Context: an optimization exercise on an open-source flow, tuned for small area. The choices shown serve that exercise and are no tape-out recipe.
Only simulation tests tie the RTL to the original design; equivalence was not proved.

## flow/design.v

```verilog
module design3(clk, rst, fill, consume, error, height);
input clk, rst, fill, consume ;
output reg error;
output reg [7:0] height;
integer amount, only_activate;
always @(posedge clk)begin
if(rst)begin
  amount = 0;
  only_activate = 0;
  error = 1;
  height = 3'd000;
end
else begin
if(only_activate==0)begin
  if(amount<40)begin
  error=1;
  only_activate=1;
  amount = amount + 8;
  end
  else if(amount<=240 && amount>=40)begin
  error = 0;
  amount = amount + 8*fill - 4*consume; 
  only_activate = 0;
  end
  else if(amount>240)begin
  error = 1;
  amount = amount - 4; 
  only_activate = 1;
  end
  if(amount<=40) begin
  height = (amount/4)*3;
  end
  else if(amount<120 && amount>40) begin
  height = 30 + ((amount-40)/2);
  end
  else if(amount<248 && amount>=120)begin
  height = 30 + 40 + ((amount-120)/4);
   end
  end
else if(only_activate==1)begin
  if(amount<=40)begin
    if(amount>=40)begin
    error=0;
    end
  amount = amount + 8; 
  only_activate = 0;
  end
  else if(amount>=240)begin
    if(amount<=240)begin
    error=0;
    end
  amount = amount - 4; 
  only_activate = 0;
  end
  if(amount<=40) begin
  height = (amount/4)*3;
  end
  else if(amount<120 && amount>40) begin
  height = 30 + ((amount-40)/2);
  end
  else if(amount<248 && amount>=120)begin
  height = 30 + 40 + ((amount-120)/4);
   end
  end
 if(height<30||height>100)begin
  error=1;
  end
  else begin
  error=0;
  end
end
end
endmodule
```

## flow/run.sh

```bash
#!/bin/bash
# synth_recipe.tcl (not shown) runs the flow's synth.tcl, then flattens the netlist and writes it again
# the make line also repeats each setting of config.mk as NAME=value (left out here)
make -C /OpenROAD-flow-scripts/flow DESIGN_CONFIG=/design/flow/config.mk WORK_HOME=/design/flow/orfs CLKGATE_MAP_FILE= SYNTH_SCRIPT=/design/flow/synth_recipe.tcl finish
```

## flow/config.mk

```make
export PLATFORM = sky130hd
export DESIGN_NAME = design3
export DESIGN_NICKNAME = design3
export VERILOG_FILES = /design/flow/design.v
export SDC_FILE = /design/flow/constraint.sdc
export NUM_CORES = 4
export LEC_CHECK = 0
export CAP_MARGIN = 20
export CORE_MARGIN = 2
export CORE_UTILIZATION = 40
export SLEW_MARGIN = 20
```

## flow/constraint.sdc

```tcl
create_clock -name core_clock -period 8.0 [get_ports {clk}]
set_input_delay 1.6000 -clock core_clock [delete_from_list [all_inputs] [get_ports {clk}]]
set_output_delay 1.6000 -clock core_clock [all_outputs]
set_load 0.01 [all_outputs]
```

==> results.yml <==
synthesis:
  ys_ff_latch: 40
  synth_flop_cell: "dfxtp_1"
  synth_xor_area_share_pct: 8.381
  synthSimpleGateAreaFrac_pct: 25.72
  muxShareOfSynthArea_pct: 2.299
  synth_adder_area_share_pct: 19.60
  ys_seq_area_share_pct: 8.264
  syn_area_per_cell_um2: 7.346
  synth_edf_count: 0
  syn_area_um2: 9689
  yosys_warnings: 1
  syn_inst: 1319
  async_flop_share_pct: 0
  synth_cell_types: 105
  synth-compound-area-share_pct: 29.61
  synth_top_family_by_area: "compound AO/OA/AOI/OAI gates"
  synthesis.nets: 1473
sta:
  skew_ns: 0.009687
  tightest_slew_ns: 0.9764
  max_freq_ghz: 0.1352
  max_slew_margin_pct: 34.91
  fin_crit_sh_pct: 92.45
  fin_tns_setup_ns: 0
  fin_ws_ns: 0.6044
  rsz0062_at_grt: "false"
  drv_slew: 0
  min_period_ns: 7.396
  setup_viol: 0
  finalHoldViolations: 0
setup_path:
  crit_chain: "clkdlybuf4s50_1 -> inv_1 -> ha_1 -> inv_1 -> ha_1 -> ha_1 -> or2_2 -> a221oi_1 -> buf_4 -> o21ai_0 -> o21ai_0 -> nand3_1 -> a31oi_1 -> a21boi_0 -> nand4_1 -> nor4_4 -> nand4_2 -> mux2i_1 -> nor2b_1 -> a2111oi_1 -> o211ai_1 -> a221o_1"
  arrival_ns: 7.59
  cp.required_ns: 8.19
  cpMostUsedCell: "ha_1"
  slowest_stage: "a21boi_0"
  crit_type: "in2reg"
  cp_slowest_stage_delay_ns: 0.58
  critPathLaunchType: "primary input"
  crit_fanout: 7
  rr_worst_depth: 21
  end_kind: "flop"
die:
  rows: 56
  core_um2: 23610
  boundaryPins: 13
  initial_core_util_pct: 41.03
  die_h_um: 159.6
  dieArea_um2: 25480
  die_w_um: 159.6
cells_and_area:
  mostFrequentLayoutCells: "147 x ha_1, 117 x nor2_1, 96 x nand2_1"
  diodes: 0
  area_delta_synth_final_pct: 6.960
  fin_util_pct: 43.89
  drive_above_1_share_pct: 7.774
  final_cell_count_no_fill: 1644
  fin_area_um2: 10360
  final_common_cell: "ha_1"
  num-nets-final: 1478
clocking:
  hold_buffers: 0
  root_buffer: "clkbuf_16"
  cts_max_path_buffers: 2
  tritoncts.num_buffers: 5
  cts_resized: 0
  insertion_delay_ns: 0.31
  htree_levels: 2
  cts_tree: "built"
  cts_sinks: 40
  clkTransAtPathRegs_ns: 0.06
  post_cts_buffers: 0
flow_run:
  cap_violations: 0
placement:
  pre_cts_ws_ns: 0.5354
  place.detailed.hpwl_mm: 29.83
  gp_congestion: 0.9688
  place_area_um2: 10210
  dp_cells: 1636
  portBuffers: 12
route:
  drt-total-wl_mm: 38.99
  viasPerCell: 6.498
  drc: 0
  ant_nets: 0
  detail_route.wl_per_cell_um: 23.71
  vias: 10680
  drt_iter0_drc: 1463
  dr.pass1.iters: 6
grt:
  grt_max_degree: 43
  antenna_found_initial: 0
  overflow: 0
  grt_first_pass_wirelength_mm: 59.80
  grt_use_total_pct: 29.69
  grt_pass1_vias: 10040
hold_path:
  hold_depth: 4
  hp-class: "reg2reg"
status:
  status: "complete, no violations"
[layer usage]
metal	track usage, %	up-vias	wire length [um]
met1	41.73	5030	17160
li1	-	4929	-
met3	5.532	105	4006
met4	10.33	0	1285
met5	0	-	0
met2	45.26	618	16540
[logic make-up after synthesis]
logic type | after synthesis
AO/OA/AOI/OAI | 407
XOR/XNOR | 88
adder cells (fa/ha/maj) | 150
buffers and inverters | 139
flip-flops | 40
multiplexers | 20
AND/OR/NAND/NOR | 475
[cell usage after synthesis, types with 8 or more instances]
cell / number / area [um2]
and2_1: 14 / 87.58
and3_1: 19 / 118.9
o211ai_1: 17 / 127.6
nor2_1: 117 / 439.2
nand2_1: 96 / 360.4
nor2b_1: 14 / 87.58
nor3_1: 49 / 245.2
a211oi_1: 25 / 187.7
a21oi_1: 92 / 460.4
dfxtp_1: 40 / 800.8
clkbuf_1: 28 / 105.1
or3_1: 8 / 50.05
xnor2_1: 70 / 613.1
o221ai_1: 12 / 105.1
a31oi_1: 17 / 106.4
ha_1: 147 / 1839
o21ai_0: 60 / 300.3
xor2_1: 15 / 131.4
a221oi_1: 12 / 105.1
nor4_1: 19 / 118.9
o22ai_1: 15 / 93.84
a2111oi_0: 8 / 70.07
a21o_1: 18 / 135.1
nand4_1: 23 / 143.9
inv_1: 91 / 341.6
a21boi_0: 11 / 82.58
mux2i_1: 14 / 140.1
o31ai_1: 11 / 82.58
nand3_1: 52 / 260.3
buf_2: 9 / 45.04
[critical path: cells and delay by family]
family | cells | cell delay (ns)
fa+ha+maj | 3 | 0.78
compound gates | 8 | 2.69
mux | 1 | 0.26
buf+inv | 4 | 0.73
simple gates | 6 | 1.52
[path summary, 6_finish.rpt]
kind | slack [ns] | to | startpoint
worst max register to register | 0.81 | error$_SDFF_PP1_ | amount[24]$_SDFF_PP0_
worst min register to register | 0.79 | height[2]$_SDFF_PP0_ | height[2]$_SDFF_PP0_
worst min-delay path | 0.79 | height[2]$_SDFF_PP0_ | height[2]$_SDFF_PP0_
worst max-delay path | 0.60 | error$_SDFF_PP1_ | fill
[layout make-up]
type	instances	area [um2]
fill	2447	13250
multi-input combinational	1140	8302
sequential	40	800.8
tap	319	399.1
timing repair buffer	45	367.9
inverter	92	345.3
clock buffer	6	138.9
clock inverter	2	10.01
[stage by stage]
stage               hold slack, ns
floorplan                   0.6636
global placement            0.7645
detailed placement          0.7741
CTS                         0.7852
global route                0.8437
finish                      0.7943
[sequential cells by signal, summed over array words and instances, names as in the netlist]
register       flops
height             8
only_activate      1
error              1
amount            30

## re-timing with driven ports
No port has a modelled driver above. Below, the same layout with a new extraction and two added sets of constraints.
Step 1: set_driving_cell puts a clkbuf_16 on clk and a buf_2 on each other input, an assumption about the parent block.
Step 2 also shifts input and output timing later by t, the mid clock arrival at the registers, as if the neighbouring blocks saw the same clock.
Slacks: no drivers / after step 1 / after step 2; pairs: no drivers / after step 1.
t, ns: 0.350
setup slack, ns: 0.604 / 0.629 / 0.278
worst setup path after step 2: input to register
After both steps this run still meets setup and hold. For this run, drivers alone change the setup slack by +0.025 ns; drivers and shift together by -0.326 ns.
